What follows belongs to an exercise in optimizing a design on an open flow for a short achievable clock period and few clock cycles; a production flow would make more cautious choices. The RTL was checked by simulation tests, not by an equivalence proof against the original design. Power is estimated from default activity; no workload was simulated.

==> flow/config.mk <==
export PLATFORM = sky130hd
export DESIGN_NAME = rv32i_core
export DESIGN_NICKNAME = rv32i_core
export VERILOG_FILES = /design/flow/design.v
export SDC_FILE = /design/flow/constraint.sdc
export NUM_CORES = 4
export LEC_CHECK = 0
export CAP_MARGIN = 20
export CORE_MARGIN = 2
export CORE_UTILIZATION = 40
export PLACE_DENSITY = 0.6
export SLEW_MARGIN = 20
==> flow/constraint.sdc <==
create_clock -name core_clock -period 10.0 [get_ports {clk}]
set_input_delay 2.0000 -clock core_clock [delete_from_list [all_inputs] [get_ports {clk}]]
set_output_delay 2.0000 -clock core_clock [all_outputs]
set_load 0.01 [all_outputs]
==> flow/design.v <==
module rv32i_core (
    input               clk,
    input               rst,
    output logic [13:0] imem_addr,
    input        [31:0] imem_rdata,
    output logic [13:0] dmem_addr,
    output logic [3:0]  dmem_web,
    output logic [31:0] dmem_wdata,
    input        [31:0] dmem_rdata
);
logic [31:0] pc_f;
logic        btb_v   [0:15];
logic [9:0]  btb_tag [0:15];
logic [31:0] btb_tgt [0:15];
logic [1:0]  btb_ctr [0:15];
logic        u_en;
logic [3:0]  u_idx;
logic [9:0]  u_tag;
logic [31:0] u_tgt;
logic [1:0]  u_ctr;
logic        d_valid, d_pt, d_hit;
logic [1:0]  d_ctr;
logic [31:0] d_pc, d_ptgt;
logic        e_valid, e_pt, e_hit;
logic [1:0]  e_ctr;
logic [31:0] e_pc, e_ptgt, e_imm, e_rs1v, e_rs2v;
logic        e_wen, e_ld, e_st, e_br, e_jal, e_jalr, e_ctrl, e_opimm, e_sub, e_sra;
logic [4:0]  e_rd;
logic [2:0]  e_f3;
logic        e_r_add, e_r_sll, e_r_sr, e_r_slt, e_r_sltu, e_r_xor, e_r_or, e_r_and,
             e_r_imm, e_r_tgt, e_r_link;
logic        e_fa_m, e_fa_w, e_fa_x, e_fb_m, e_fb_w, e_fb_x;
logic        m_valid, m_wen, m_ld, m_chk;
logic [4:0]  m_rd;
logic [2:0]  m_f3;
logic [1:0]  m_alo;
logic [31:0] m_res, m_atgt, m_ptgt;
logic        w_wen, w_ld;
logic [4:0]  w_rd;
logic [2:0]  w_f3;
logic [1:0]  w_alo;
logic [31:0] w_res;
logic        x_wen;
logic [4:0]  x_rd;
logic [31:0] x_data;
logic [31:0] rf [1:31];
assign imem_addr = pc_f[15:2];
wire [3:0]  f_idx  = pc_f[5:2];
wire        f_hit  = btb_v[f_idx] && (btb_tag[f_idx] == pc_f[15:6]);
wire [1:0]  f_ctr  = btb_ctr[f_idx];
wire [31:0] f_btgt = btb_tgt[f_idx];
wire        f_pt   = f_hit && f_ctr[1];
wire [31:0] ins = imem_rdata;
wire [4:0]  op  = ins[6:2];
wire [4:0]  rd  = ins[11:7];
wire [2:0]  f3  = ins[14:12];
wire [4:0]  rs1 = ins[19:15];
wire [4:0]  rs2 = ins[24:20];
wire is_lui   = (op == 5'b01101);
wire is_auipc = (op == 5'b00101);
wire is_jal   = (op == 5'b11011);
wire is_jalr  = (op == 5'b11001);
wire is_br    = (op == 5'b11000);
wire is_ld    = (op == 5'b00000);
wire is_st    = (op == 5'b01000);
wire is_opi   = (op == 5'b00100);
wire is_op    = (op == 5'b01100);
wire d_rdw   = (is_lui | is_auipc | is_jal | is_jalr | is_ld | is_opi | is_op) & (rd != 5'd0);
wire use_rs1 = is_jalr | is_br | is_ld | is_st | is_opi | is_op;
wire use_rs2 = is_br | is_st | is_op;
logic [31:0] d_imm;
always_comb begin
  if (is_st)
    d_imm = {{21{ins[31]}}, ins[30:25], ins[11:7]};
  else if (is_br)
    d_imm = {{20{ins[31]}}, ins[7], ins[30:25], ins[11:8], 1'b0};
  else if (is_lui | is_auipc)
    d_imm = {ins[31:12], 12'b0};
  else if (is_jal)
    d_imm = {{12{ins[31]}}, ins[19:12], ins[20], ins[30:21], 1'b0};
  else
    d_imm = {{21{ins[31]}}, ins[30:20]};
end
wire [31:0] rf_a = (rs1 == 5'd0) ? 32'd0 : rf[rs1];
wire [31:0] rf_b = (rs2 == 5'd0) ? 32'd0 : rf[rs2];
wire a_m = e_wen & (e_rd == rs1);
wire a_w = m_wen & (m_rd == rs1);
wire a_x = w_wen & (w_rd == rs1);
wire b_m = e_wen & (e_rd == rs2);
wire b_w = m_wen & (m_rd == rs2);
wire b_x = w_wen & (w_rd == rs2);
wire lu_e = e_ld & e_wen & ((use_rs1 & (e_rd == rs1)) | (use_rs2 & (e_rd == rs2)));
wire lu_m = m_ld & m_wen & ((use_rs1 & (m_rd == rs1)) | (use_rs2 & (m_rd == rs2)));
logic redirect_M, redirect_E, replay_D;
wire [31:0] fa = e_fa_m ? m_res : e_fa_w ? w_res : e_fa_x ? x_data : e_rs1v;
wire [31:0] fb = e_fb_m ? m_res : e_fb_w ? w_res : e_fb_x ? x_data : e_rs2v;
wire [31:0] bop = e_opimm ? e_imm : fb;
wire [31:0] sum  = fa + (e_sub ? ~bop : bop) + {31'd0, e_sub};
wire [4:0]  sh   = bop[4:0];
wire [31:0] sll  = fa << sh;
wire [31:0] srx  = $signed({e_sra & fa[31], fa}) >>> sh;
wire        slt  = $signed(fa) < $signed(bop);
wire        sltu = fa < bop;
wire [31:0] tgt  = e_pc + e_imm;
wire [31:0] link = e_pc + 32'd4;
wire [31:0] jtgt = {sum[31:1], 1'b0};
wire [31:0] e_res =
    ({32{e_r_add}}  & sum)  |
    ({32{e_r_sll}}  & sll)  |
    ({32{e_r_sr}}   & srx)  |
    ({32{e_r_slt}}  & {31'd0, slt})  |
    ({32{e_r_sltu}} & {31'd0, sltu}) |
    ({32{e_r_xor}}  & (fa ^ bop)) |
    ({32{e_r_or}}   & (fa | bop)) |
    ({32{e_r_and}}  & (fa & bop)) |
    ({32{e_r_imm}}  & e_imm) |
    ({32{e_r_tgt}}  & tgt)  |
    ({32{e_r_link}} & link);
wire c_eq  = (fa == fb);
wire c_lt  = $signed(fa) < $signed(fb);
wire c_ltu = fa < fb;
logic c_raw;
always_comb begin
  case (e_f3[2:1])
    2'b00:   c_raw = c_eq;
    2'b10:   c_raw = c_lt;
    2'b11:   c_raw = c_ltu;
    default: c_raw = 1'b0;
  endcase
end
wire cond    = c_raw ^ e_f3[0];
wire e_taken = e_jal | e_jalr | (e_br & cond);
wire e_mis   = e_ctrl ? (e_taken != e_pt) : e_pt;
wire [31:0] e_atgt = e_jalr ? jtgt : tgt;
wire [31:0] e_rtgt = e_pt ? link : e_atgt;
assign redirect_M = m_chk & (m_atgt != m_ptgt);
assign redirect_E = e_valid & e_mis & ~redirect_M;
assign replay_D   = d_valid & (lu_e | lu_m) & ~redirect_E & ~redirect_M;
wire [31:0] ld_sh = dmem_rdata >> {w_alo, 3'b000};
logic [31:0] ld_val;
always_comb begin
  case (w_f3)
    3'b000:  ld_val = {{24{ld_sh[7]}}, ld_sh[7:0]};
    3'b001:  ld_val = {{16{ld_sh[15]}}, ld_sh[15:0]};
    3'b100:  ld_val = {24'd0, ld_sh[7:0]};
    3'b101:  ld_val = {16'd0, ld_sh[15:0]};
    default: ld_val = dmem_rdata;
  endcase
end
wire [31:0] wb_data = w_ld ? ld_val : w_res;
always_ff @(posedge clk) begin
  if (rst)
    pc_f <= 32'd0;
  else if (redirect_M)
    pc_f <= m_atgt;
  else if (redirect_E)
    pc_f <= e_rtgt;
  else if (replay_D)
    pc_f <= d_pc;
  else if (f_pt)
    pc_f <= f_btgt;
  else
    pc_f <= pc_f + 32'd4;
end
always_ff @(posedge clk) begin
  if (rst)
    d_valid <= 1'b0;
  else
    d_valid <= ~(redirect_M | redirect_E | replay_D);
  d_pc   <= pc_f;
  d_pt   <= f_pt;
  d_hit  <= f_hit;
  d_ctr  <= f_ctr;
  d_ptgt <= f_btgt;
end
wire d_go = d_valid & ~redirect_E & ~redirect_M & ~replay_D;
always_ff @(posedge clk) begin
  if (rst) begin
    e_valid <= 1'b0;
    e_wen   <= 1'b0;
    e_ld    <= 1'b0;
    e_st    <= 1'b0;
  end else begin
    e_valid <= d_go;
    e_wen   <= d_go & d_rdw;
    e_ld    <= d_go & is_ld;
    e_st    <= d_go & is_st;
  end
  e_pc    <= d_pc;
  e_pt    <= d_pt;
  e_hit   <= d_hit;
  e_ctr   <= d_ctr;
  e_ptgt  <= d_ptgt;
  e_imm   <= d_imm;
  e_rs1v  <= rf_a;
  e_rs2v  <= rf_b;
  e_rd    <= rd;
  e_f3    <= f3;
  e_br    <= is_br;
  e_jal   <= is_jal;
  e_jalr  <= is_jalr;
  e_ctrl  <= is_br | is_jal | is_jalr;
  e_opimm <= ~is_op & ~is_br;
  e_sub   <= is_op & ins[30] & (f3 == 3'b000);
  e_sra   <= ins[30];
  e_r_add  <= ((is_op | is_opi) & (f3 == 3'b000)) | is_ld | is_st;
  e_r_sll  <= (is_op | is_opi) & (f3 == 3'b001);
  e_r_slt  <= (is_op | is_opi) & (f3 == 3'b010);
  e_r_sltu <= (is_op | is_opi) & (f3 == 3'b011);
  e_r_xor  <= (is_op | is_opi) & (f3 == 3'b100);
  e_r_sr   <= (is_op | is_opi) & (f3 == 3'b101);
  e_r_or   <= (is_op | is_opi) & (f3 == 3'b110);
  e_r_and  <= (is_op | is_opi) & (f3 == 3'b111);
  e_r_imm  <= is_lui;
  e_r_tgt  <= is_auipc;
  e_r_link <= is_jal | is_jalr;
  e_fa_m  <= a_m;
  e_fa_w  <= ~a_m & a_w;
  e_fa_x  <= ~a_m & ~a_w & a_x;
  e_fb_m  <= b_m;
  e_fb_w  <= ~b_m & b_w;
  e_fb_x  <= ~b_m & ~b_w & b_x;
end
wire e_go = e_valid & ~redirect_M;
always_ff @(posedge clk) begin
  if (rst) begin
    m_valid  <= 1'b0;
    m_wen    <= 1'b0;
    m_ld     <= 1'b0;
    m_chk    <= 1'b0;
    dmem_web <= 4'hF;
  end else begin
    m_valid <= e_go;
    m_wen   <= e_wen & ~redirect_M;
    m_ld    <= e_ld & ~redirect_M;
    m_chk   <= e_go & e_pt & e_taken;
    if (e_st & ~redirect_M)
      case (e_f3[1:0])
        2'b00:   dmem_web <= ~(4'b0001 << sum[1:0]);
        2'b01:   dmem_web <= sum[1] ? 4'b0011 : 4'b1100;
        default: dmem_web <= 4'b0000;
      endcase
    else
      dmem_web <= 4'hF;
  end
  m_rd    <= e_rd;
  m_f3    <= e_f3;
  m_alo   <= sum[1:0];
  m_res   <= e_res;
  m_atgt  <= e_atgt;
  m_ptgt  <= e_ptgt;
  dmem_addr <= sum[15:2];
  case (e_f3[1:0])
    2'b00:   dmem_wdata <= {4{fb[7:0]}};
    2'b01:   dmem_wdata <= {2{fb[15:0]}};
    default: dmem_wdata <= fb;
  endcase
end
always_ff @(posedge clk) begin
  if (rst) begin
    w_wen <= 1'b0;
    w_ld  <= 1'b0;
  end else begin
    w_wen <= m_wen;
    w_ld  <= m_ld;
  end
  w_rd  <= m_rd;
  w_f3  <= m_f3;
  w_alo <= m_alo;
  w_res <= m_res;
end
always_ff @(posedge clk) begin
  if (rst)
    x_wen <= 1'b0;
  else
    x_wen <= w_wen;
  x_rd   <= w_rd;
  x_data <= wb_data;
  if (w_wen)
    rf[w_rd] <= wb_data;
end
always_ff @(posedge clk) begin
  if (rst)
    u_en <= 1'b0;
  else
    u_en <= e_go & e_ctrl & (e_taken | e_hit);
  u_idx <= e_pc[5:2];
  u_tag <= e_pc[15:6];
  u_tgt <= e_taken ? e_atgt : e_ptgt;
  if (e_taken)
    u_ctr <= ~e_hit ? 2'b11 : (e_ctr == 2'b11) ? 2'b11 : e_ctr + 2'b01;
  else
    u_ctr <= (e_ctr == 2'b00) ? 2'b00 : e_ctr - 2'b01;
end
always_ff @(posedge clk) begin
  for (int i = 0; i < 16; i++) begin
    if (rst)
      btb_v[i] <= 1'b0;
    else if (u_en && u_idx == i[3:0])
      btb_v[i] <= 1'b1;
    if (u_en && u_idx == i[3:0]) begin
      btb_tag[i] <= u_tag;
      btb_tgt[i] <= u_tgt;
      btb_ctr[i] <= u_ctr;
    end
  end
end
endmodule  
==> flow/run.sh <==
#!/bin/bash
# synth_recipe.tcl (not shown) runs the flow's synth.tcl, then flattens the netlist and writes it again
# the make line also repeats each setting of config.mk as NAME=value (left out here)
make -C /OpenROAD-flow-scripts/flow DESIGN_CONFIG=/design/flow/config.mk WORK_HOME=/design/flow/orfs CLKGATE_MAP_FILE= SYNTH_SCRIPT=/design/flow/synth_recipe.tcl finish
==> results of run 1 <==
## worst max-delay path, cell delays in order, from the launching register on
cell and delay [ns]:
dfxtp_2 0.69, buf_4 0.34, mux2_2 0.39, mux2i_1 0.16, o21a_1 0.55, inv_1 0.34
ha_1 0.37, nand4_1 0.31, or4_1 0.69, o31ai_1 0.37, a22oi_1 0.11, a41o_1 0.22
nor3_1 0.15, buf_4 0.21, mux2_2 0.24, nand2_1 0.26, buf_4 0.32, nor3_2 0.84
a22oi_1 0.17, a31oi_1 0.20
## logic make-up after synthesis
kind of cell | after synthesis | share of synthesized area [%]
flip-flops | 2297 | 61.2
AND/OR/NAND/NOR | 1564 | 6.68
AO/OA/AOI/OAI | 1446 | 9.62
multiplexers | 972 | 15.7
buffers and inverters | 649 | 2.45
XOR/XNOR | 213 | 1.81
adder cells (fa/ha/maj) | 210 | 2.57
## synthesized netlist by cell type, types with 20 or more instances
cell      number
mux2_2       122
and3_1        49
a21o_1        46
edfxtp_1    1696
inv_1        151
dfxtp_1      601
nor2_1       483
o21ai_0      249
nor4_1        28
ha_1         208
buf_1        121
a22o_1        64
a222oi_1      35
clkbuf_1     341
a211oi_1      32
nand3b_1      22
a21oi_1      361
a221oi_1     140
a31oi_1       20
a22oi_1      176
o211ai_1      51
o21a_1        32
mux2i_1      351
and2_1        34
a41oi_1       29
o221ai_1      40
xnor2_1      122
nand3_1      105
nand4_1       29
nor2b_1       34
nor3_1        83
nand2_1      629
mux4_2       499
xor2_1        91
## power by group through the flow
stage	Clock (mW)	Sequential, mW	Combinational (mW)
6_report	9.37	11.0	2.73
5_1_grt	9.84	11.0	2.88
4_1_cts	9.47	11.0	2.69
3_5_place_dp	0	11.2	2.67
3_3_place_gp	0	11.2	2.67
2_1_floorplan	0	11.0	1.54
## metrics by stage
stage	utilization [%]	total power [mW]	hold slack, ns	area (sq um)	std cells
after CTS	45.8	23.1	0.284	117000	11100
after detailed placement	42.5	13.8	0.312	109000	10600
after floorplan	-	12.6	0.310	103000	7351
final	45.8	23.1	0.290	117000	11100
after global placement	42.5	13.8	0.310	109000	10600
after global routing	45.8	23.7	0.299	117000	11100
## worst paths after layout
kind	startpoint	to	slack, ns
worst max register to register	e_fa_x$_DFF_P_	pc_f[6]$_SDFF_PP0_	2.87
worst min register to register	d_ptgt[11]$_DFF_P_	e_ptgt[11]$_DFF_P_	0.29
worst max-delay path	e_fa_x$_DFF_P_	pc_f[6]$_SDFF_PP0_	2.87
worst min-delay path	d_ptgt[11]$_DFF_P_	e_ptgt[11]$_DFF_P_	0.29
## per-layer routing
metal,track usage (%),vias to the layer above
met3,4.69,716
li1,-,28900
met5,0,-
met1,36.2,35400
met2,44.0,3545
met4,11.3,8
## final cells by class
class	count	area [sq um]
Inverter	158	593
Clock inverter	116	1680
Tap cell	3384	4230
Timing Repair Buffer	363	3090
Multi-Input combinational cell	4405	38100
Clock buffer	333	6770
Sequential cell	2297	63000
Antenna cell	12	30.0
Fill cell	22400	139000
## cells in the final DEF, fill, tap and decap left out, types with 29 or more instances in the layout
cell	instances
a211oi_1	32
o21ai_0	239
ha_1	205
nand2_1	629
o211ai_1	51
o221ai_1	40
mux2_2	122
nand3_1	104
and3_1	46
mux2i_1	348
o21a_1	32
buf_4	236
clkbuf_1	53
a41oi_1	29
nand4_1	29
clkbuf_16	242
a222oi_1	35
inv_1	150
a21oi_1	334
nor2_1	437
a22o_1	64
nor2b_1	32
a221oi_1	140
nor3_1	75
dfxtp_1	588
nor2_4	47
xnor2_1	122
xor2_1	91
mux4_2	499
clkbuf_8	37
clkdlybuf4s50_1	116
clkinv_2	41
a21o_1	46
and2_1	29
a22oi_1	176
edfxtp_1	1696
==> run_results.csv, run 1 <==
group,metric,value,unit
run_status,status,"complete, no violations",
pwr,p_comb_share,11.8,%
clock_network,clock_sinks,2297,
timing,slew_headroom,20.4,%
drt,wl_met3,30500,um
global_route,grt_pass1_vias,66600,
floorplanning,fp.coreArea,256000,sq um
clock_network,cts_made_buffers,236,
drt,met1_length,144000,um
drt,highest_layer,"met5",
yosys,synth_seq_area_share,61.2,%
clock_network,cts_setup_buffers,0,
timing,tightestPinTransition,1.18,ns
pwr,pwr-share-seq,47.6,%
global_route,grt_start_max_net_pins,100,
timing,tns,0,ns
worst_hold_path,hp-class,"reg -> reg",
clock_network,cts_tree,"done",
clock_network,clk_latency,0.96,ns
yosys,yosys_register_bits,2297,
global_route,grt_pass1_wl,509000,um
floorplanning,initial_core_util,40.2,%
cells_and_area,drive_gt1_share,18.3,%
setup_path,critPathArrivalTime,7.90,ns
pwr,p_leak,40.6,nW
clock_network,clk_pin_slew,0.07,ns
pwr,switching_share,26.0,%
clock_network,cts_resized,0,
drt,vias,68500,
floorplanning,dieArea,261000,sq um
drt,vias_per_cell,6.19,
cells_and_area,syn_to_final_growth,14.2,%
global_route,antenna_found_initial,33,
timing,fin_crit_sh,71.3,%
pwr,pwr_density_cell,196,nW/um^2
cells_and_area,top_register,"rf",
drt,avgRoutedWirePerCell,32.8,um
yosys,syn_area_per_cell,14.0,sq um
yosys,synth_flop_cell,"edfxtp_1",
pwr,ir_drop,0.188,mV
yosys,synth.largest_area_cell,"edfxtp_1",
yosys,ys_types,88,
timing,drv_slew,0,
timing,finalCriticalPeriod,7.13,ns
timing,timing.final.ws_setup,2.87,ns
yosys,synth_edf_count,1696,
placement,gp_congestion,0.997,
timing,hold_violations,0,
yosys,syn_inst,7351,
timing,rsz0062_at_grt,"false",
drt,first_pass_iters,6,
clock_network,htree_levels,4,
setup_path,crit_type,"reg -> reg",
pwr,p_sw,5.99,mW
yosys,synth_area_leaders,"edfxtp_1 (50%), dfxtp_1 (12%), mux4_2 (11%)",
cells_and_area,nets,7737,
drt,drt_iter0_drc,8813,
floorplanning,core.rowCount,186,
job,drv_cap,0,
cells_and_area,reg_top3,"rf x992, btb_tgt x512, btb_tag x160",
pwr,pwr-share-clk,40.6,%
yosys,async_flop_share,0,%
timing,setup-violations-final,0,
setup_path,cp-end-kind,"flip-flop",
global_route,grt-ovfl-total,0,
cells_and_area,largest_reg_flops,992,
yosys,yosys_warnings,5,
clock_network,clockBufferDepth,3,
timing,timing.fmax,140,MHz
drt,wirelength,364000,um
setup_path,cp_max_fo,21,
yosys,synth_top_area_share,49.5,%
floorplanning,die_y,511,um
setup_path,required,10.77,ns
timing,fin_skew,0.126,ns
pwr,intPower,17.1,mW
floorplanning,die_x,511,um
clock_network,hold_buffers,0,
global_route,grt_usage,27.2,%
yosys,synth_fp_nets,7627,
placement,portBuffers,127,
worst_hold_path,min_delay_path_depth,0,
setup_path,reg2reg_depth,19,
placement,dp_slack,3.14,ns
drt,post-route-drc-count,0,
clock_network,clockRootBuffer,"clkbuf_16",
placement,hpwl,229000,um
floorplanning,io_pins,130,
drt,wl_met2,173000,um
drt,ant_nets,0,
setup_path,start_kind,"flip-flop",
yosys,syn_area,103000,sq um
Testbench counts, summed over its fixed seeds: cycles 77,266.
==> run 2: changes to the inputs <==
--- a/flow/config.mk
+++ b/flow/config.mk
@@ -10,3 +10,5 @@
 export CORE_UTILIZATION = 40
 export PLACE_DENSITY = 0.6
+export SETUP_SLACK_MARGIN = 5
 export SLEW_MARGIN = 20
+export TNS_END_PERCENT = 100
==> run_results.csv, run 2 <==
group,metric,value,unit
run_status,status,"complete, no violations",
cells_and_area,ff_latch_area,63000,sq um
global_route,grt_usage,27.3,%
timing,timing.fmax,197,MHz
worst_hold_path,hp-class,"reg -> reg",
yosys,yosys_register_bits,2297,
pwr,p_leak,41.1,nW
global_route,grt_start_max_net_pins,82,
clock_network,cts_tree,"done",
cells_and_area,largest_reg_flops,992,
drt,post-route-drc-count,0,
setup_path,crit_type,"reg -> reg",
placement,gp_congestion,0.985,
floorplanning,die_y,511,um
placement,portBuffers,127,
cells_and_area,final_cell_mix,"edfxtp_1 (1696), nand2_1 (627), dfxtp_1 (587)",
floorplanning,io_pins,130,
cells_and_area,layout.cells.non_filler,11200,
setup_path,cp-end-kind,"flip-flop",
pwr,pwr_density_cell,192,nW/um^2
yosys,synth.largest_area_cell,"edfxtp_1",
yosys,yosys_warnings,5,
global_route,grt-ovfl-total,0,
yosys,synth_common_cells,"edfxtp_1 (1696), nand2_1 (629), dfxtp_1 (601)",
floorplanning,die_x,511,um
drt,ant_nets,0,
timing,slew_headroom,25.3,%
timing,hold_violations,0,
yosys,synth_top_family_by_area,"multiplexers",
floorplanning,initial_core_util,40.2,%
clock_network,clockRootBuffer,"clkbuf_16",
setup_path,required,10.78,ns
cells_and_area,multiInputGateArea,38900,sq um
timing,fin_skew,0.116,ns
timing,tightestPinTransition,1.12,ns
yosys,synth_mux_area_share,15.7,%
setup_path,start_kind,"flip-flop",
drt,vias_per_cell,6.20,
clock_network,clk_latency,0.94,ns
yosys,synthSimpleGateAreaFrac,6.68,%
drt,avgRoutedWirePerCell,33.0,um
global_route,grt_pass1_wl,509000,um
cells_and_area,nets,7839,
setup_path,critPathArrivalTime,5.86,ns
cells_and_area,fillers,22400,
drt,first_pass_iters,8,
cells_and_area,fin_util,46.4,%
yosys,synth_top_area_share,49.5,%
yosys,synth_area_leaders,"edfxtp_1 (50%), dfxtp_1 (12%), mux4_2 (11%)",
yosys,synth_seq_area_share,61.2,%
timing,finalCriticalPeriod,5.08,ns
yosys,async_flop_share,0,%
timing,fin_crit_sh,50.8,%
job,drv_cap,0,
drt,wirelength,369000,um
clock_network,clockBufferDepth,3,
cells_and_area,finalInstanceArea,119000,sq um
clock_network,clk_pin_slew,0.06,ns
floorplanning,dieArea,261000,sq um
yosys,syn_area,103000,sq um
global_route,antenna_found_initial,30,
cells_and_area,top_register,"rf",
clock_network,clock_sinks,2297,
placement,hpwl,227000,um
timing,rsz0062_at_grt,"true",
drt,drt_iter0_drc,8799,
yosys,synth_compound_area_share,9.62,%
yosys,ys_types,88,
yosys,synth_fp_nets,7627,
yosys,synth.most_common_cell,"edfxtp_1",
timing,drv_slew,0,
timing,setup-violations-final,0,
setup_path,cp_max_fo,6,
timing,tns,0,ns
cells_and_area,layout_commonest_cell,"edfxtp_1",
global_route,grt_pass1_vias,66900,
placement,placedInstanceArea,109000,sq um
cells_and_area,reg_top3,"rf x992, btb_tgt x512, btb_tag x160",
floorplanning,fp.coreArea,256000,sq um
clock_network,htree_levels,4,
cells_and_area,syn_to_final_growth,15.7,%
yosys,synth_edf_count,1696,
yosys,syn_area_per_cell,14.0,sq um
yosys,synth_xor_area_share,1.81,%
yosys,syn_inst,7351,
yosys,synth_flop_cell,"edfxtp_1",
drt,vias,69200,
cells_and_area,drive_gt1_share,20.8,%
placement,placedCellCount,10600,
pwr,ir_drop,0.180,mV
clock_network,cts_made_buffers,232,
floorplanning,core.rowCount,186,
yosys,synthAdderAreaFrac,2.57,%
run 2: cell count changes in the layout (fill, tap and decap cells not counted), moves of 13 or more:
| cell | change |
|---|---|
| o21a_1 | -23 |
| o21a_2 | +18 |
| buf_6 | +22 |
| ha_1 | -14 |
| clkinv_1 | +14 |
| inv_1 | -18 |
| a21oi_1 | -17 |
| o21ai_0 | -15 |
| clkbuf_8 | -17 |
| clkinvlp_4 | +18 |
| ha_4 | +13 |
| buf_4 | +60 |
run 2: cell families after synthesis:
family | Yosys count
flops | 2297
simple gates | 1564
compound gates | 1446
mux | 972
buf+inv | 649
xor+xnor | 213
fa+ha+maj | 210
run 2: power breakdown:
group | internal [mW] | total (mW) | switching (mW)
logic | 1.05 | 2.91 | 1.85
clock network | 5.04 | 8.92 | 3.87
registers | 10.7 | 11.0 | 0.319
run 2: per-layer routing:
layer	global-route usage (%)	share of wire, %
met2	44.1	47
met5	0	0.012
met4	11.6	4.6
met1	36.2	39
met3	4.93	8.8
run 2: per-stage QoR:
| step | total power, mW | worst slack [ns] | hold WS [ns] |
|---|---|---|---|
| floorplan | 12.6 | 4.98 | 0.310 |
| global placement | 13.8 | 3.25 | 0.310 |
| detailed placement | 13.8 | 3.56 | 0.312 |
| CTS | 22.7 | 4.97 | 0.257 |
| global route | 23.4 | 4.85 | 0.268 |
| finish | 22.8 | 4.92 | 0.267 |
run 2: worst paths after layout:
kind                     from             endpoint  slack (ns)  depth (start not counted)
max reg2reg    e_fa_x$_DFF_P_  pc_f[17]$_SDFF_PP0_        4.92                         18
max            e_fa_x$_DFF_P_  pc_f[17]$_SDFF_PP0_        4.92                         18
min reg2reg  d_ctr[0]$_DFF_P_     e_ctr[0]$_DFF_P_        0.27                          0
min          d_ctr[0]$_DFF_P_     e_ctr[0]$_DFF_P_        0.27                          0
run 2: worst max-delay path: stages, from the launching register on:
cell,delay [ns]
dfxtp_4,0.46
buf_12,0.16
mux2_2,0.34
mux2i_1,0.15
o21a_2,0.31
clkinvlp_4,0.21
buf_4,0.16
buf_4,0.15
ha_1,0.40
nand2_1,0.11
or3_1,0.42
a2111o_1,0.38
a21oi_4,0.34
a41oi_1,0.21
xnor2_1,0.35
mux2_4,0.26
mux2i_1,0.08
mux2_2,0.30
a211oi_1,0.21
run 2: cell type report:
cell class	instances	share of cell area, %
sequential	2297	52.9
multi-input combinational	4406	32.7
clock buffer	307	5.39
timing repair buffer	468	3.61
tap	3384	3.56
clock inverter	128	1.26
inverter	158	0.555
antenna	14	0.0294
run 2: repair_timing:
action / CTS / global route
hold buffers: 0 / 0
gates cloned: 7 / 7
setup endpoints to repair: 128 / 77
pin swaps: 10 / 29
resized for setup: 132 / 117
buffers inserted: 48 / 45
==> run 3: changes to the inputs <==
==> flow/flow/run.sh (new file) <==
#!/bin/bash
set -euo pipefail
bash standard.sh SETUP_SLACK_MARGIN=6.5 finish > standard_flow.log 2>&1
==> flow/standard.sh (new file) <==
#!/bin/bash
# synth_recipe.tcl (not shown) runs the flow's synth.tcl, then flattens the netlist and writes it again
# the make line also repeats each setting of config.mk as NAME=value (left out here)
make -C /OpenROAD-flow-scripts/flow DESIGN_CONFIG=/design/flow/config.mk WORK_HOME=/design/flow/orfs CLKGATE_MAP_FILE= SYNTH_SCRIPT=/design/flow/synth_recipe.tcl "${@:-finish}"
--- a/flow/config.mk
+++ b/flow/config.mk
@@ -10,5 +10,4 @@
 export CORE_UTILIZATION = 40
 export PLACE_DENSITY = 0.6
-export SETUP_SLACK_MARGIN = 5
 export SLEW_MARGIN = 20
 export TNS_END_PERCENT = 100
removed: flow/run.sh
==> run_results.csv, run 3 <==
group,metric,value,unit
timing,slew_headroom,21.1,%
pwr,p_leak,44.6,nW
drt,drt_iter0_drc,10500,
yosys,synthAdderAreaFrac,2.57,%
yosys,synthSimpleGateAreaFrac,6.68,%
global_route,grt_pass1_wl,549000,um
setup_path,cp-end-kind,"flip-flop",
clock_network,cts_made_buffers,233,
timing,tns,0,ns
placement,gp_congestion,0.953,
floorplanning,fp.coreArea,256000,sq um
cells_and_area,nets,8169,
cells_and_area,drive_gt1_share,28.0,%
cells_and_area,layout_commonest_cell,"edfxtp_1",
drt,post-route-drc-count,0,
drt,ant_nets,0,
global_route,antenna_found_initial,40,
global_route,grt_start_max_net_pins,67,
timing,rsz0062_at_grt,"true",
yosys,synth_mux_area_share,15.7,%
floorplanning,core.rowCount,186,
global_route,grtUsageMet1,39.4,%
setup_path,crit_type,"reg -> reg",
yosys,yosys_register_bits,2297,
drt,vias,72700,
yosys,syn_area,103000,sq um
timing,fin_crit_sh,48.0,%
yosys,syn_area_per_cell,14.0,sq um
job,drv_cap,0,
yosys,synth_common_cells,"edfxtp_1 (1696), nand2_1 (629), dfxtp_1 (601)",
run_status,status,"complete, no violations",
floorplanning,dieArea,261000,sq um
timing,hold_violations,0,
global_route,grt_usage,29.7,%
global_route,grt-ovfl-total,0,
cells_and_area,fin_util,49.5,%
yosys,synth.largest_area_cell,"edfxtp_1",
setup_path,start_kind,"flip-flop",
cells_and_area,reg_top3,"rf x992, btb_tgt x512, btb_tag x160",
timing,tightestPinTransition,1.18,ns
global_route,top_usage_layer,"met2",
yosys,async_flop_share,0,%
yosys,yosys_warnings,5,
clock_network,clock_sinks,2297,
yosys,synth_compound_area_share,9.62,%
floorplanning,initial_core_util,40.2,%
placement,hpwl,221000,um
yosys,synth.most_common_cell,"edfxtp_1",
clock_network,htree_levels,4,
yosys,synth_seq_area_share,61.2,%
yosys,synth_top_family_by_area,"multiplexers",
yosys,syn_inst,7351,
setup_path,required,10.78,ns
pwr,pwr_density_cell,188,nW/um^2
cells_and_area,final_cell_mix,"edfxtp_1 (1696), nand2_1 (593), dfxtp_1 (575)",
drt,wirelength,399000,um
clock_network,clockBufferDepth,3,
global_route,grt_pass1_vias,70200,
yosys,synth_flop_cell,"edfxtp_1",
worst_hold_path,hp-class,"reg -> reg",
setup_path,cp_max_fo,6,
floorplanning,io_pins,130,
cells_and_area,syn_to_final_growth,23.3,%
drt,first_pass_iters,6,
setup_path,r2r_setup_slack,5.20,ns
clock_network,cts_tree,"done",
cells_and_area,largest_reg_flops,992,
timing,fin_skew,0.143,ns
timing,setup-violations-final,0,
clock_network,clockRootBuffer,"clkbuf_16",
yosys,synth_area_leaders,"edfxtp_1 (50%), dfxtp_1 (12%), mux4_2 (11%)",
yosys,synth_fp_nets,7627,
clock_network,clk_pin_slew,0.06,ns
yosys,synth_top_area_share,49.5,%
floorplanning,die_y,511,um
yosys,ys_types,88,
yosys,synth_edf_count,1696,
timing,drv_slew,0,
global_route,gr-usage-met2,45.5,%
pwr,ir_drop,0.199,mV
timing,timing.fmax,208,MHz
cells_and_area,top_register,"rf",
yosys,synth_xor_area_share,1.81,%
setup_path,critPathArrivalTime,5.58,ns
global_route,grtUsageMet3,7.14,%
clock_network,clk_latency,0.97,ns
placement,portBuffers,127,
timing,finalCriticalPeriod,4.80,ns
drt,vias_per_cell,6.33,
drt,avgRoutedWirePerCell,34.7,um
floorplanning,die_x,511,um
## run 3: cell counts after synthesis
No cell type changed its count.
## run 3: path summary, 6_finish.rpt
path / start / to / cells past startpoint
hold reg to reg: m_res[21]$_DFF_P_ / w_res[21]$_DFF_P_ / 0
setup / recovery: e_fa_x$_DFF_P_ / pc_f[0]$_SDFFE_PP0P_ / 21
hold / removal: m_res[21]$_DFF_P_ / w_res[21]$_DFF_P_ / 0
setup reg to reg: e_fa_x$_DFF_P_ / pc_f[0]$_SDFFE_PP0P_ / 21
## run 3: layer usage
layer	share of wire [%]	vias to the layer above
met5	0.016	-
li1	-	29800
met4	5.8	8
met3	11	982
met2	45	4579
met1	38	37300
## run 3: cell type report
class	instances	area, sq um
multi-input cells	4431	42000
fillers	21500	129000
diodes	10	25.0
repair inverters	1	5.00
flip-flops and latches	2297	63000
clock inverters	115	1500
inverters	158	688
clock buffers	325	6510
repair buffers	771	8850
well taps	3384	4230
## run 3: cell families (layout without fill, tap and decap cells)
| family | Yosys count | in the layout |
|---|---|---|
| buffers and inverters | 649 | 1370 |
| flip-flops | 2297 | 2297 |
| multiplexers | 972 | 972 |
| other | 0 | 10 |
| XOR/XNOR | 213 | 213 |
| AO/OA/AOI/OAI | 1446 | 1470 |
| adder cells (fa/ha/maj) | 210 | 210 |
| AND/OR/NAND/NOR | 1564 | 1566 |
## run 3: worst max-delay path, stage by stage (launching register included)
cell and delay [ns]:
dfxtp_4 0.39, buf_8 0.14, buf_4 0.12, mux2_4 0.30, mux2i_1 0.15, o21a_2 0.32
inv_6 0.11, ha_4 0.29, nand3_2 0.07, or4_4 0.58, o31ai_4 0.30, a22oi_2 0.08
a41o_1 0.27, nor3_4 0.22, buf_12 0.15, mux2_4 0.35, buf_12 0.15, nand2_8 0.06
buf_6 0.13, mux2i_1 0.18, mux2i_1 0.09, a311oi_1 0.22
## run 3: power by group
group          internal, mW  switching, mW  leakage (nW)
combinational          1.53           2.25          20.1
sequential             10.7          0.323          20.6
clock                  5.14           3.89          3.88
## run 3: repair_timing
| item | 4_1_cts | 5_1_grt |
|---|---|---|
| hold buffers | 0 | 0 |
| gates cloned | 64 | 4 |
| hold endpoints to repair | 0 | 0 |
| setup buffers | 312 | 93 |
| setup endpoints to repair | 1021 | 843 |
| resized for setup | 777 | 190 |
| pin swaps | 181 | 86 |
## run 3: stage by stage
stage | instances | total power [mW] | instance area [sq um] | setup slack (ns) | hold WS [ns]
5_1_grt | 11500 | 24.4 | 127000 | 5.13 | 0.326
3_3_place_gp | 10600 | 13.9 | 110000 | 3.39 | 0.310
6_report | 11500 | 23.8 | 127000 | 5.20 | 0.306
2_1_floorplan | 7351 | 12.7 | 105000 | 5.74 | 0.310
3_5_place_dp | 10600 | 13.9 | 110000 | 3.43 | 0.312
4_1_cts | 11400 | 23.5 | 125000 | 5.29 | 0.324
==> run 4: changes to the inputs <==
--- a/flow/design.v
+++ b/flow/design.v
@@ -24,11 +24,12 @@
 logic        e_valid, e_pt, e_hit;
 logic [1:0]  e_ctr;
-logic [31:0] e_pc, e_ptgt, e_imm, e_rs1v, e_rs2v;
-logic        e_wen, e_ld, e_st, e_br, e_jal, e_jalr, e_ctrl, e_opimm, e_sub, e_sra;
+logic [31:0] e_pc, e_ptgt, e_imm, e_rs1v, e_rs2v, e_bop;
+logic        d_hold;
+logic [31:0] d_ins;
+logic        e_wen, e_ld, e_st, e_br, e_jal, e_jalr, e_ctrl, e_sub, e_sra;
 logic [4:0]  e_rd;
 logic [2:0]  e_f3;
 logic        e_r_add, e_r_sll, e_r_sr, e_r_slt, e_r_sltu, e_r_xor, e_r_or, e_r_and,
              e_r_imm, e_r_tgt, e_r_link;
-logic        e_fa_m, e_fa_w, e_fa_x, e_fb_m, e_fb_w, e_fb_x;
 logic        m_valid, m_wen, m_ld, m_chk;
 logic [4:0]  m_rd;
@@ -41,7 +42,4 @@
 logic [1:0]  w_alo;
 logic [31:0] w_res;
-logic        x_wen;
-logic [4:0]  x_rd;
-logic [31:0] x_data;
 logic [31:0] rf [1:31];
 assign imem_addr = pc_f[15:2];
@@ -51,5 +49,5 @@
 wire [31:0] f_btgt = btb_tgt[f_idx];
 wire        f_pt   = f_hit && f_ctr[1];
-wire [31:0] ins = imem_rdata;
+wire [31:0] ins = d_hold ? d_ins : imem_rdata;
 wire [4:0]  op  = ins[6:2];
 wire [4:0]  rd  = ins[11:7];
@@ -84,16 +82,19 @@
 wire [31:0] rf_a = (rs1 == 5'd0) ? 32'd0 : rf[rs1];
 wire [31:0] rf_b = (rs2 == 5'd0) ? 32'd0 : rf[rs2];
-wire a_m = e_wen & (e_rd == rs1);
-wire a_w = m_wen & (m_rd == rs1);
-wire a_x = w_wen & (w_rd == rs1);
-wire b_m = e_wen & (e_rd == rs2);
-wire b_w = m_wen & (m_rd == rs2);
-wire b_x = w_wen & (w_rd == rs2);
+wire a_e = e_wen & (e_rd == rs1);
+wire a_m = ~a_e & m_wen & (m_rd == rs1);
+wire a_w = ~a_e & ~a_m & w_wen & (w_rd == rs1);
+wire a_r = ~a_e & ~a_m & ~a_w;
+wire b_e = e_wen & (e_rd == rs2);
+wire b_m = ~b_e & m_wen & (m_rd == rs2);
+wire b_w = ~b_e & ~b_m & w_wen & (w_rd == rs2);
+wire b_r = ~b_e & ~b_m & ~b_w;
+wire d_opimm = ~is_op & ~is_br;
 wire lu_e = e_ld & e_wen & ((use_rs1 & (e_rd == rs1)) | (use_rs2 & (e_rd == rs2)));
 wire lu_m = m_ld & m_wen & ((use_rs1 & (m_rd == rs1)) | (use_rs2 & (m_rd == rs2)));
-logic redirect_M, redirect_E, replay_D;
-wire [31:0] fa = e_fa_m ? m_res : e_fa_w ? w_res : e_fa_x ? x_data : e_rs1v;
-wire [31:0] fb = e_fb_m ? m_res : e_fb_w ? w_res : e_fb_x ? x_data : e_rs2v;
-wire [31:0] bop = e_opimm ? e_imm : fb;
+logic redirect_M, redirect_E, stall_D;
+wire [31:0] fa  = e_rs1v;
+wire [31:0] fb  = e_rs2v;
+wire [31:0] bop = e_bop;
 wire [31:0] sum  = fa + (e_sub ? ~bop : bop) + {31'd0, e_sub};
 wire [4:0]  sh   = bop[4:0];
@@ -136,5 +137,5 @@
 assign redirect_M = m_chk & (m_atgt != m_ptgt);
 assign redirect_E = e_valid & e_mis & ~redirect_M;
-assign replay_D   = d_valid & (lu_e | lu_m) & ~redirect_E & ~redirect_M;
+assign stall_D    = d_valid & (lu_e | lu_m) & ~redirect_E & ~redirect_M;
 wire [31:0] ld_sh = dmem_rdata >> {w_alo, 3'b000};
 logic [31:0] ld_val;
@@ -149,4 +150,6 @@
 end
 wire [31:0] wb_data = w_ld ? ld_val : w_res;
+wire [31:0] fwd_a = ({32{a_e}} & e_res) | ({32{a_m}} & m_res) | ({32{a_w}} & wb_data) | ({32{a_r}} & rf_a);
+wire [31:0] fwd_b = ({32{b_e}} & e_res) | ({32{b_m}} & m_res) | ({32{b_w}} & wb_data) | ({32{b_r}} & rf_b);
 always_ff @(posedge clk) begin
   if (rst)
@@ -156,6 +159,6 @@
   else if (redirect_E)
     pc_f <= e_rtgt;
-  else if (replay_D)
-    pc_f <= d_pc;
+  else if (stall_D)
+    pc_f <= pc_f;
   else if (f_pt)
     pc_f <= f_btgt;
@@ -164,15 +167,21 @@
 end
 always_ff @(posedge clk) begin
-  if (rst)
+  if (rst) begin
     d_valid <= 1'b0;
-  else
-    d_valid <= ~(redirect_M | redirect_E | replay_D);
-  d_pc   <= pc_f;
-  d_pt   <= f_pt;
-  d_hit  <= f_hit;
-  d_ctr  <= f_ctr;
-  d_ptgt <= f_btgt;
+    d_hold  <= 1'b0;
+  end else begin
+    d_valid <= ~(redirect_M | redirect_E);
+    d_hold  <= stall_D;
+  end
+  d_ins <= ins;
+  if (!stall_D) begin
+    d_pc   <= pc_f;
+    d_pt   <= f_pt;
+    d_hit  <= f_hit;
+    d_ctr  <= f_ctr;
+    d_ptgt <= f_btgt;
+  end
 end
-wire d_go = d_valid & ~redirect_E & ~redirect_M & ~replay_D;
+wire d_go = d_valid & ~redirect_E & ~redirect_M & ~stall_D;
 always_ff @(posedge clk) begin
   if (rst) begin
@@ -193,6 +202,7 @@
   e_ptgt  <= d_ptgt;
   e_imm   <= d_imm;
-  e_rs1v  <= rf_a;
-  e_rs2v  <= rf_b;
+  e_rs1v  <= fwd_a;
+  e_rs2v  <= fwd_b;
+  e_bop   <= d_opimm ? d_imm : fwd_b;
   e_rd    <= rd;
   e_f3    <= f3;
@@ -201,5 +211,4 @@
   e_jalr  <= is_jalr;
   e_ctrl  <= is_br | is_jal | is_jalr;
-  e_opimm <= ~is_op & ~is_br;
   e_sub   <= is_op & ins[30] & (f3 == 3'b000);
   e_sra   <= ins[30];
@@ -215,10 +224,4 @@
   e_r_tgt  <= is_auipc;
   e_r_link <= is_jal | is_jalr;
-  e_fa_m  <= a_m;
-  e_fa_w  <= ~a_m & a_w;
-  e_fa_x  <= ~a_m & ~a_w & a_x;
-  e_fb_m  <= b_m;
-  e_fb_w  <= ~b_m & b_w;
-  e_fb_x  <= ~b_m & ~b_w & b_x;
 end
 wire e_go = e_valid & ~redirect_M;
@@ -271,10 +274,4 @@
 end
 always_ff @(posedge clk) begin
-  if (rst)
-    x_wen <= 1'b0;
-  else
-    x_wen <= w_wen;
-  x_rd   <= w_rd;
-  x_data <= wb_data;
   if (w_wen)
     rf[w_rd] <= wb_data;
==> run_results.csv, run 4 <==
group,metric,value,unit
drt,first_pass_iters,12,
drt,post-route-drc-count,0,
placement,placedCellCount,12900,
cells_and_area,syn_to_final_growth,34.2,%
drt,wirelength,519000,um
yosys,synthSimpleGateAreaFrac,16.4,%
drt,drt_iter0_drc,16300,
cells_and_area,fin_util,53.9,%
yosys,synth_flop_cell,"edfxtp_1",
setup_path,slowest_delay,0.43,ns
drt,ant_nets,0,
floorplanning,dieArea,270000,sq um
timing,drv_slew,0,
placement,gp_congestion,0.976,
yosys,synth_top_family_by_area,"simple AND/OR/NAND/NOR gates",
clock_network,cts_tree,"done",
clock_network,cts_made_buffers,247,
yosys,synth_fp_nets,10000,
setup_path,required,10.76,ns
global_route,grt_usage,36.0,%
clock_network,clk_latency,0.98,ns
setup_path,path_cells,"buf_6 > mux2i_4 > buf_12 > buf_6 > buf_16 > buf_16 > buf_16 > nand2_1 > nand3_2 > a311oi_4 > a311oi_4 > a21oi_4 > o221ai_2 > a21o_1 > mux2_2",
timing,slew_headroom,13.8,%
clock_network,clock_sinks,2311,
timing,timing.fmax,246,MHz
setup_path,crit_start,"imem_rdata[20]",
pwr,p_leak,52.7,nW
floorplanning,die_y,520,um
worst_hold_path,hp-start,"d_ptgt[15]$_DFFE_PN_",
yosys,synth.largest_area_cell,"edfxtp_1",
placement,placedInstanceArea,113000,sq um
clock_network,clk_pin_slew,0.07,ns
timing,tightestPinTransition,1.29,ns
drt,avgRoutedWirePerCell,36.3,um
timing,finalCriticalPeriod,4.06,ns
setup_path,crit_family,"compound AO/OA/AOI/OAI gates",
cells_and_area,reg_top3,"rf x992, btb_tgt x512, btb_tag x160",
yosys,synthAdderAreaFrac,2.33,%
yosys,synth_seq_area_share,60.1,%
pwr,p_comb_share,20.7,%
floorplanning,initial_core_util,40.2,%
setup_path,path_buf_inv,6,
clock_network,hold_buffers,0,
cells_and_area,nets,10800,
floorplanning,die_x,520,um
global_route,grt_pass1_wl,690000,um
timing,setup-violations-final,0,
yosys,yosys_warnings,5,
setup_path,critPathArrivalTime,4.82,ns
timing,tns,0,ns
cells_and_area,drive_gt1_share,28.0,%
yosys,synth_common_cells,"nand2_1 (2253), edfxtp_1 (1764), nand3_1 (899)",
timing,rsz0062_at_grt,"true",
run_status,status,"complete, no violations",
setup_path,cpMostUsedCell,"buf_16",
placement,portBuffers,127,
yosys,synth_mux_area_share,3.51,%
cells_and_area,finalInstanceArea,143000,sq um
global_route,grt_start_max_net_pins,65,
setup_path,rr_startpoint,"m_atgt[4]$_DFF_P_",
drt,vias_per_cell,6.70,
pwr,intPower,18.9,mW
yosys,synth_compound_area_share,12.5,%
yosys,syn_area,106000,sq um
yosys,yosys_register_bits,2311,
global_route,antenna_found_initial,27,
timing,fin_skew,0.129,ns
timing,hold_violations,0,
setup_path,r2r_setup_slack,6.03,ns
cells_and_area,layout.cells.non_filler,14300,
yosys,syn_inst,9750,
clock_network,clockBufferDepth,4,
floorplanning,core.rowCount,189,
clock_network,clockRootBuffer,"clkbuf_16",
drt,vias,95800,
yosys,synth_edf_count,1764,
pwr,finalPower,27.0,mW
worst_hold_path,hp-class,"reg -> reg",
yosys,synth.most_common_cell,"nand2_1",
yosys,async_flop_share,0,%
setup_path,cp_max_fo,16,
floorplanning,io_pins,130,
cells_and_area,largest_reg_flops,992,
pwr,pwr-share-seq,44.0,%
setup_path,crit_type,"in -> reg",
global_route,grt_pass1_vias,88500,
pwr,switching_share,30.1,%
pwr,ir_drop,0.193,mV
pwr,pwr_density_cell,189,nW/um^2
setup_path,start_kind,"primary input",
setup_path,cp-end-kind,"flip-flop",
yosys,synth_area_leaders,"edfxtp_1 (50%), dfxtp_1 (10%), nand2_1 (8.0%)",
timing,fin_crit_sh,40.6,%
global_route,grt-ovfl-total,0,
placement,hpwl,248000,um
job,drv_cap,0,
cells_and_area,top_register,"rf",
floorplanning,fp.coreArea,265000,sq um
yosys,synth_top_area_share,49.8,%
setup_path,cp_slowest_cell,"a21oi_4",
pwr,pwr-share-clk,35.3,%
yosys,syn_area_per_cell,10.9,sq um
yosys,ys_types,96,
yosys,synth_xor_area_share,1.73,%
cells_and_area,final_cell_mix,"nand2_1 (2030), edfxtp_1 (1764), nand3_1 (788)",
clock_network,htree_levels,4,
pwr,p_sw,8.13,mW
cells_and_area,layout_commonest_cell,"nand2_1",
-- run 4: cell types whose count changed after synthesis, moves of 48 or more --
cell and change:
edfxtp_1 +68, a21oi_1 -116, dfxtp_1 -54, clkbuf_1 +206
mux4_2 -432, nor2_1 -59, a31oi_1 +64, a221oi_1 -53
inv_1 +48, mux2i_1 -242, nand3_1 +794, nand2_1 +1624
and3_1 +114, a311oi_1 +381
-- run 4: power groups by stage --
stage / Clock [mW] / Sequential (mW) / Combinational (mW)
after detailed placement: 0 / 12.1 / 3.69
after CTS: 9.49 / 11.8 / 5.01
final: 9.52 / 11.9 / 5.59
after floorplan: 0 / 11.8 / 2.16
after global placement: 0 / 12.0 / 3.67
after global routing: 9.88 / 11.9 / 5.67
-- run 4: logic make-up after synthesis --
group	count (synthesis)
AOI/OAI and AO/OA	1804
xor gates and xnor gates	210
adders and majority gates	197
buffers and inverters	926
DFF	2311
muxes	276
and+or+nand+nor	4026
-- run 4: layout make-up --
class | instances | area, sq um
fill | 21400 | 122000
sequential | 2311 | 64100
multi-input combinational | 6526 | 46900
timing repair buffer | 1213 | 17500
clock buffer | 321 | 6830
tap | 3533 | 4420
clock inverter | 133 | 1450
inverter | 215 | 1090
timing repair inverter | 30 | 427
antenna | 17 | 42.5
-- run 4: what timing repair did --
action | 4_1_cts | 5_1_grt
buffers inserted | 472 | 202
hold endpoints to repair | 0 | 0
endpoints found under the setup margin | 1218 | 529
cloned | 213 | 28
pin swaps | 420 | 315
resized for setup | 1687 | 543
-- run 4: worst paths after layout --
kind	endpoint	cells after the start
worst max-delay path	e_bop[18]$_DFF_P_	15
worst min-delay path	e_ptgt[15]$_DFF_P_	0
worst max register to register	pc_f[13]$_SDFFE_PP0P_	13
worst min register to register	e_ptgt[15]$_DFF_P_	0
-- run 4: per-layer routing --
| metal | vias to the layer above | routed length (um) | track usage, % |
|---|---|---|---|
| li1 | 38000 | - | - |
| met1 | 46600 | 175000 | 44.0 |
| met2 | 8675 | 215000 | 52.7 |
| met3 | 2592 | 78000 | 12.5 |
| met4 | 36 | 50300 | 25.8 |
| met5 | - | 571 | 0 |
-- run 4: through the flow --
stage | hold slack [ns] | worst slack [ns]
6_report | 0.259 | 5.94
5_1_grt | 0.268 | 5.95
4_1_cts | 0.256 | 6.07
3_5_place_dp | 0.312 | 2.26
3_3_place_gp | 0.314 | 2.32
2_1_floorplan | 0.310 | 5.66
Testbench counts of run 4, summed over its fixed seeds: cycles 76,390.
==> run 5: changes to the inputs <==
--- a/flow/design.v
+++ b/flow/design.v
@@ -9,4 +9,5 @@
     input        [31:0] dmem_rdata
 );
+localparam bit STATIC_PRED = 1'b1;
 logic [31:0] pc_f;
 logic        btb_v   [0:15];
@@ -19,18 +20,19 @@
 logic [31:0] u_tgt;
 logic [1:0]  u_ctr;
-logic        d_valid, d_pt, d_hit;
+logic        d_valid, d_hold, d_pt, d_hit;
 logic [1:0]  d_ctr;
-logic [31:0] d_pc, d_ptgt;
+logic [31:0] d_pc, d_ptgt, d_ins;
 logic        e_valid, e_pt, e_hit;
 logic [1:0]  e_ctr;
-logic [31:0] e_pc, e_ptgt, e_imm, e_rs1v, e_rs2v, e_bop;
-logic        d_hold;
-logic [31:0] d_ins;
-logic        e_wen, e_ld, e_st, e_br, e_jal, e_jalr, e_ctrl, e_sub, e_sra;
+logic [31:0] e_ptgt, e_imm, e_rs1v, e_rs2v, e_bop, e_tgt, e_link;
+logic        e_wen, e_ld, e_st, e_br, e_jal, e_jalr, e_ctrl, e_sub, e_sra, e_misnb;
+logic        e_beq, e_bne, e_blt, e_bge, e_bltu, e_bgeu;
 logic [4:0]  e_rd;
+logic [3:0]  e_tag_lo;
+logic [9:0]  e_tag_hi;
 logic [2:0]  e_f3;
 logic        e_r_add, e_r_sll, e_r_sr, e_r_slt, e_r_sltu, e_r_xor, e_r_or, e_r_and,
              e_r_imm, e_r_tgt, e_r_link;
-logic        m_valid, m_wen, m_ld, m_chk;
+logic        m_wen, m_ld, m_chk, m_force;
 logic [4:0]  m_rd;
 logic [2:0]  m_f3;
@@ -43,4 +45,5 @@
 logic [31:0] w_res;
 logic [31:0] rf [1:31];
+logic redirect_M, redirect_E, stall_D, redirect_D;
 assign imem_addr = pc_f[15:2];
 wire [3:0]  f_idx  = pc_f[5:2];
@@ -64,7 +67,9 @@
 wire is_opi   = (op == 5'b00100);
 wire is_op    = (op == 5'b01100);
+wire is_alu   = is_op | is_opi;
 wire d_rdw   = (is_lui | is_auipc | is_jal | is_jalr | is_ld | is_opi | is_op) & (rd != 5'd0);
 wire use_rs1 = is_jalr | is_br | is_ld | is_st | is_opi | is_op;
 wire use_rs2 = is_br | is_st | is_op;
+wire d_opimm = ~is_op & ~is_br;
 logic [31:0] d_imm;
 always_comb begin
@@ -80,4 +85,5 @@
     d_imm = {{21{ins[31]}}, ins[30:20]};
 end
+wire [31:0] d_tgt = d_pc + d_imm;
 wire [31:0] rf_a = (rs1 == 5'd0) ? 32'd0 : rf[rs1];
 wire [31:0] rf_b = (rs2 == 5'd0) ? 32'd0 : rf[rs2];
@@ -90,20 +96,17 @@
 wire b_w = ~b_e & ~b_m & w_wen & (w_rd == rs2);
 wire b_r = ~b_e & ~b_m & ~b_w;
-wire d_opimm = ~is_op & ~is_br;
 wire lu_e = e_ld & e_wen & ((use_rs1 & (e_rd == rs1)) | (use_rs2 & (e_rd == rs2)));
 wire lu_m = m_ld & m_wen & ((use_rs1 & (m_rd == rs1)) | (use_rs2 & (m_rd == rs2)));
-logic redirect_M, redirect_E, stall_D;
 wire [31:0] fa  = e_rs1v;
 wire [31:0] fb  = e_rs2v;
 wire [31:0] bop = e_bop;
-wire [31:0] sum  = fa + (e_sub ? ~bop : bop) + {31'd0, e_sub};
-wire [4:0]  sh   = bop[4:0];
-wire [31:0] sll  = fa << sh;
-wire [31:0] srx  = $signed({e_sra & fa[31], fa}) >>> sh;
-wire        slt  = $signed(fa) < $signed(bop);
-wire        sltu = fa < bop;
-wire [31:0] tgt  = e_pc + e_imm;
-wire [31:0] link = e_pc + 32'd4;
-wire [31:0] jtgt = {sum[31:1], 1'b0};
+wire [32:0] sum33 = {1'b0, fa} + {1'b0, bop ^ {32{e_sub}}} + {32'd0, e_sub};
+wire [31:0] sum   = sum33[31:0];
+wire        sltu  = ~sum33[32];
+wire        slt   = (fa[31] ^ bop[31]) ? fa[31] : sltu;
+wire [4:0]  sh    = bop[4:0];
+wire [31:0] sll   = fa << sh;
+wire [31:0] srx   = $signed({e_sra & fa[31], fa}) >>> sh;
+wire [31:0] jtgt  = {sum[31:1], 1'b0};
 wire [31:0] e_res =
     ({32{e_r_add}}  & sum)  |
@@ -116,26 +119,22 @@
     ({32{e_r_and}}  & (fa & bop)) |
     ({32{e_r_imm}}  & e_imm) |
-    ({32{e_r_tgt}}  & tgt)  |
-    ({32{e_r_link}} & link);
+    ({32{e_r_tgt}}  & e_tgt) |
+    ({32{e_r_link}} & e_link);
+wire [32:0] cmp33 = {1'b0, fa} + {1'b0, ~fb} + 33'd1;
 wire c_eq  = (fa == fb);
-wire c_lt  = $signed(fa) < $signed(fb);
-wire c_ltu = fa < fb;
-logic c_raw;
-always_comb begin
-  case (e_f3[2:1])
-    2'b00:   c_raw = c_eq;
-    2'b10:   c_raw = c_lt;
-    2'b11:   c_raw = c_ltu;
-    default: c_raw = 1'b0;
-  endcase
-end
-wire cond    = c_raw ^ e_f3[0];
-wire e_taken = e_jal | e_jalr | (e_br & cond);
-wire e_mis   = e_ctrl ? (e_taken != e_pt) : e_pt;
-wire [31:0] e_atgt = e_jalr ? jtgt : tgt;
-wire [31:0] e_rtgt = e_pt ? link : e_atgt;
-assign redirect_M = m_chk & (m_atgt != m_ptgt);
+wire c_ltu = ~cmp33[32];
+wire c_lt  = (fa[31] ^ fb[31]) ? fa[31] : c_ltu;
+wire cond  = (e_beq & c_eq) | (e_bne & ~c_eq) | (e_blt & c_lt) | (e_bge & ~c_lt) |
+             (e_bltu & c_ltu) | (e_bgeu & ~c_ltu);
+wire e_taken = e_jal | e_jalr | cond;
+wire e_mis   = e_br ? (cond ^ e_pt) : e_misnb;
+wire [31:0] e_rtgt = e_pt ? e_link : e_tgt;
+wire [31:0] e_atgt = e_jalr ? jtgt : e_tgt;
+assign redirect_M = m_force | (m_chk & (m_atgt != m_ptgt));
 assign redirect_E = e_valid & e_mis & ~redirect_M;
 assign stall_D    = d_valid & (lu_e | lu_m) & ~redirect_E & ~redirect_M;
+assign redirect_D = STATIC_PRED & d_valid & ~d_pt & (is_jal | (is_br & ins[31])) &
+                    ~(lu_e | lu_m) & ~redirect_E & ~redirect_M;
+wire   d_ptk      = d_pt | redirect_D;
 wire [31:0] ld_sh = dmem_rdata >> {w_alo, 3'b000};
 logic [31:0] ld_val;
@@ -161,4 +160,6 @@
   else if (stall_D)
     pc_f <= pc_f;
+  else if (redirect_D)
+    pc_f <= d_tgt;
   else if (f_pt)
     pc_f <= f_btgt;
@@ -171,5 +172,5 @@
     d_hold  <= 1'b0;
   end else begin
-    d_valid <= ~(redirect_M | redirect_E);
+    d_valid <= ~(redirect_M | redirect_E | redirect_D);
     d_hold  <= stall_D;
   end
@@ -196,10 +197,13 @@
     e_st    <= d_go & is_st;
   end
-  e_pc    <= d_pc;
-  e_pt    <= d_pt;
+  e_tag_lo <= d_pc[5:2];
+  e_tag_hi <= d_pc[15:6];
+  e_pt    <= d_ptk;
   e_hit   <= d_hit;
   e_ctr   <= d_ctr;
-  e_ptgt  <= d_ptgt;
+  e_ptgt  <= redirect_D ? d_tgt : d_ptgt;
   e_imm   <= d_imm;
+  e_tgt   <= d_tgt;
+  e_link  <= d_pc + 32'd4;
   e_rs1v  <= fwd_a;
   e_rs2v  <= fwd_b;
@@ -211,14 +215,21 @@
   e_jalr  <= is_jalr;
   e_ctrl  <= is_br | is_jal | is_jalr;
-  e_sub   <= is_op & ins[30] & (f3 == 3'b000);
+  e_misnb <= is_jal ? ~d_ptk : (~is_br & ~is_jalr & d_ptk);
+  e_beq   <= is_br & (f3 == 3'b000);
+  e_bne   <= is_br & (f3 == 3'b001);
+  e_blt   <= is_br & (f3 == 3'b100);
+  e_bge   <= is_br & (f3 == 3'b101);
+  e_bltu  <= is_br & (f3 == 3'b110);
+  e_bgeu  <= is_br & (f3 == 3'b111);
+  e_sub   <= (is_op & ins[30] & (f3 == 3'b000)) | (is_alu & (f3[2:1] == 2'b01));
   e_sra   <= ins[30];
-  e_r_add  <= ((is_op | is_opi) & (f3 == 3'b000)) | is_ld | is_st;
-  e_r_sll  <= (is_op | is_opi) & (f3 == 3'b001);
-  e_r_slt  <= (is_op | is_opi) & (f3 == 3'b010);
-  e_r_sltu <= (is_op | is_opi) & (f3 == 3'b011);
-  e_r_xor  <= (is_op | is_opi) & (f3 == 3'b100);
-  e_r_sr   <= (is_op | is_opi) & (f3 == 3'b101);
-  e_r_or   <= (is_op | is_opi) & (f3 == 3'b110);
-  e_r_and  <= (is_op | is_opi) & (f3 == 3'b111);
+  e_r_add  <= (is_alu & (f3 == 3'b000)) | is_ld | is_st;
+  e_r_sll  <= is_alu & (f3 == 3'b001);
+  e_r_slt  <= is_alu & (f3 == 3'b010);
+  e_r_sltu <= is_alu & (f3 == 3'b011);
+  e_r_xor  <= is_alu & (f3 == 3'b100);
+  e_r_sr   <= is_alu & (f3 == 3'b101);
+  e_r_or   <= is_alu & (f3 == 3'b110);
+  e_r_and  <= is_alu & (f3 == 3'b111);
   e_r_imm  <= is_lui;
   e_r_tgt  <= is_auipc;
@@ -228,14 +239,14 @@
 always_ff @(posedge clk) begin
   if (rst) begin
-    m_valid  <= 1'b0;
     m_wen    <= 1'b0;
     m_ld     <= 1'b0;
     m_chk    <= 1'b0;
+    m_force  <= 1'b0;
     dmem_web <= 4'hF;
   end else begin
-    m_valid <= e_go;
     m_wen   <= e_wen & ~redirect_M;
     m_ld    <= e_ld & ~redirect_M;
     m_chk   <= e_go & e_pt & e_taken;
+    m_force <= e_go & e_jalr & ~e_pt;
     if (e_st & ~redirect_M)
       case (e_f3[1:0])
@@ -282,6 +293,6 @@
   else
     u_en <= e_go & e_ctrl & (e_taken | e_hit);
-  u_idx <= e_pc[5:2];
-  u_tag <= e_pc[15:6];
+  u_idx <= e_tag_lo;
+  u_tag <= e_tag_hi;
   u_tgt <= e_taken ? e_atgt : e_ptgt;
   if (e_taken)
==> run_results.csv, run 5 <==
group,metric,value,unit
run_status,status,"complete, no violations",
global_route,grt_pass1_vias,86700,
clock_network,htree_levels,4,
floorplanning,initial_core_util,40.2,%
timing,hold_violations,0,
setup_path,rr_startpoint,"d_hold$_SDFF_PP0_",
timing,setup-violations-final,0,
drt,post-route-drc-count,0,
setup_path,r2r-end,"pc_f[30]$_SDFFE_PP0P_",
drt,drt_iter0_drc,16600,
setup_path,cp_slowest_cell,"fa_2",
cells_and_area,top_register,"rf",
placement,hpwl,252000,um
setup_path,path_buf_inv,6,
yosys,synth_compound_area_share,12.3,%
clock_network,clk_pin_slew,0.06,ns
timing,finalCriticalPeriod,5.18,ns
cells_and_area,layout_commonest_cell,"nand2_1",
setup_path,reg2reg_depth,23,
yosys,synth_fp_nets,10200,
cells_and_area,fillers,22400,
floorplanning,die_y,523,um
yosys,synth_flop_cell,"edfxtp_1",
worst_hold_path,hold_path_end,"m_ptgt[27]$_DFF_P_",
setup_path,slowest_delay,0.36,ns
cells_and_area,nets,10800,
yosys,synth_mux_area_share,3.60,%
yosys,yosys_register_bits,2365,
placement,placedCellCount,13100,
clock_network,clockBufferDepth,4,
yosys,syn_area,108000,sq um
clock_network,clockRootBuffer,"clkbuf_16",
placement,dp_slack,2.16,ns
floorplanning,fp.coreArea,268000,sq um
yosys,synth.largest_area_cell,"edfxtp_1",
setup_path,required,10.82,ns
drt,first_pass_iters,13,
yosys,synth_common_cells,"nand2_1 (2326), edfxtp_1 (1764), nand3_1 (952)",
cells_and_area,drive_gt1_share,23.0,%
timing,rsz0062_at_grt,"true",
pwr,ir_drop,0.154,mV
cells_and_area,largest_reg_flops,992,
global_route,antenna_found_initial,23,
placement,portBuffers,127,
setup_path,path_cells,"buf_12 > mux2_4 > nand2b_4 > nor3_4 > buf_12 > or2_4 > o32ai_4 > ha_4 > inv_2 > fa_2 > nor2b_4 > o31ai_4 > a21oi_2 > o311ai_4 > buf_6 > a21oi_4 > o21ai_4 > a311oi_2 > buf_4 > buf_12 > a41oi_4 > a21oi_2 > o221a_1",
setup_path,crit_family,"compound AO/OA/AOI/OAI gates",
cells_and_area,final_cell_mix,"nand2_1 (2249), edfxtp_1 (1764), nand3_1 (928)",
timing,slew_headroom,14.7,%
drt,vias_per_cell,6.60,
global_route,grt_start_max_net_pins,81,
yosys,synth_top_family_by_area,"simple AND/OR/NAND/NOR gates",
yosys,ys_types,97,
timing,timing.final.ws_setup,4.82,ns
clock_network,clk_latency,0.96,ns
pwr,finalPower,25.4,mW
clock_network,hold_buffers,0,
worst_hold_path,hp-class,"reg -> reg",
cells_and_area,fin_util,51.6,%
setup_path,cp-end-kind,"flip-flop",
drt,avgRoutedWirePerCell,34.5,um
pwr,p_leak,50.9,nW
yosys,async_flop_share,0,%
clock_network,cts_tree,"done",
yosys,synth_top_area_share,49.1,%
drt,wirelength,494000,um
worst_hold_path,hp-start,"e_ptgt[27]$_DFF_P_",
setup_path,cp_max_fo,4,
floorplanning,dieArea,274000,sq um
yosys,syn_inst,9946,
yosys,yosys_warnings,5,
timing,fin_crit_sh,51.8,%
floorplanning,core.rowCount,190,
yosys,synth_xor_area_share,1.71,%
cells_and_area,syn_to_final_growth,28.1,%
timing,timing.fmax,193,MHz
setup_path,crit_type,"in -> reg",
cells_and_area,layout.cells.non_filler,14300,
setup_path,start_kind,"primary input",
pwr,pwr_density_cell,184,nW/um^2
yosys,synthSimpleGateAreaFrac,16.8,%
yosys,synth_seq_area_share,60.2,%
yosys,synth_edf_count,1764,
yosys,synth.most_common_cell,"nand2_1",
yosys,synthAdderAreaFrac,1.94,%
timing,tightestPinTransition,1.28,ns
floorplanning,io_pins,130,
yosys,synth_area_leaders,"edfxtp_1 (49%), dfxtp_1 (11%), nand2_1 (8.1%)",
drt,ant_nets,0,
floorplanning,die_x,523,um
global_route,grt-ovfl-total,0,
global_route,grt_pass1_wl,666000,um
timing,drv_slew,0,
setup_path,critPathArrivalTime,6.00,ns
timing,fin_skew,0.0848,ns
cells_and_area,reg_top3,"rf x992, btb_tgt x512, btb_tag x160",
yosys,syn_area_per_cell,10.9,sq um
placement,gp_congestion,0.994,
worst_hold_path,min_delay_path_depth,0,
clock_network,clock_sinks,2365,
job,drv_cap,0,
drt,vias,94600,
setup_path,r2r_setup_slack,5.22,ns
setup_path,cpMostUsedCell,"buf_12",
global_route,grt_usage,34.1,%
timing,tns,0,ns
clock_network,cts_made_buffers,244,
==> run 5: worst max path at each step <==
stage,from,endpoint,slack (ns),cells after the start
6_report,imem_rdata[4],pc_f[30]$_SDFFE_PP0P_,4.82,23
5_1_grt,imem_rdata[6],e_ptgt[24]$_DFF_P_,4.75,25
4_1_cts,imem_rdata[6],pc_f[30]$_SDFFE_PP0P_,5.02,22
3_5_place_dp,imem_rdata[5],pc_f[30]$_SDFFE_PP0P_,2.16,17
3_3_place_gp,imem_rdata[5],pc_f[30]$_SDFFE_PP0P_,2.24,17
2_1_floorplan,imem_rdata[2],pc_f[30]$_SDFFE_PP0P_,4.50,21
==> run 5: routing by layer <==
layer / part of all wire (%) / GRT usage, % / wire [um] / vias to the layer above
li1: - / - / - / 38200
met1: 36 / 45.3 / 179000 / 46500
met2: 41 / 48.3 / 201000 / 8037
met3: 16 / 12.2 / 80200 / 1819
met4: 6.8 / 18.8 / 33900 / 20
met5: 0.035 / 0 / 174 / -
==> run 5: cells by family (layout without fill, tap and decap cells) <==
kind of cell / after synthesis / in the layout
simple gates: 4174 / 4190
compound gates: 1797 / 1797
xor+xnor: 211 / 211
other cells: 0 / 8
mux: 299 / 299
flops: 2365 / 2365
fa+ha+maj: 166 / 166
buf+inv: 934 / 1744
==> run 5: layout make-up <==
class | instances | area, sq um | area share [%]
Antenna cell | 8 | 20.0 | 0.0145
Timing Repair Buffer | 1079 | 14200 | 10.3
Clock inverter | 104 | 818 | 0.592
Multi-Input combinational cell | 6663 | 45400 | 32.9
Tap cell | 3552 | 4440 | 3.21
Sequential cell | 2365 | 65200 | 47.1
Timing Repair inverter | 27 | 389 | 0.281
Inverter | 197 | 967 | 0.700
Clock buffer | 337 | 6790 | 4.91
==> run 5: what timing repair did <==
item                       in CTS  in global routing
gates resized for setup      1619                414
pin swaps                     307                261
setup buffers                 442                168
gates cloned                  134                 24
setup endpoints to repair    1269                863
==> run 5: metrics by stage <==
stage,instance area (sq um),hold WS [ns]
final,138000,0.323
after global routing,138000,0.324
after CTS,134000,0.291
after detailed placement,114000,0.312
after global placement,114000,0.310
after floorplan,110000,0.310
==> run 5: where the power goes <==
group          internal, mW  switching (mW)
Sequential             11.2           0.507
Combinational          1.75            3.00
Clock                  5.00            3.95
Total                  18.0            7.46
Testbench counts of run 5, summed over its fixed seeds: cycles 75,716.

Check on run 5: ideal ports give 4.823 ns setup slack; a clkbuf_16 on the clock port and buf_2 on the inputs give 4.860 ns; moving port delays by the midpoint clock arrival (1.010 ns) as well gives 3.850 ns.
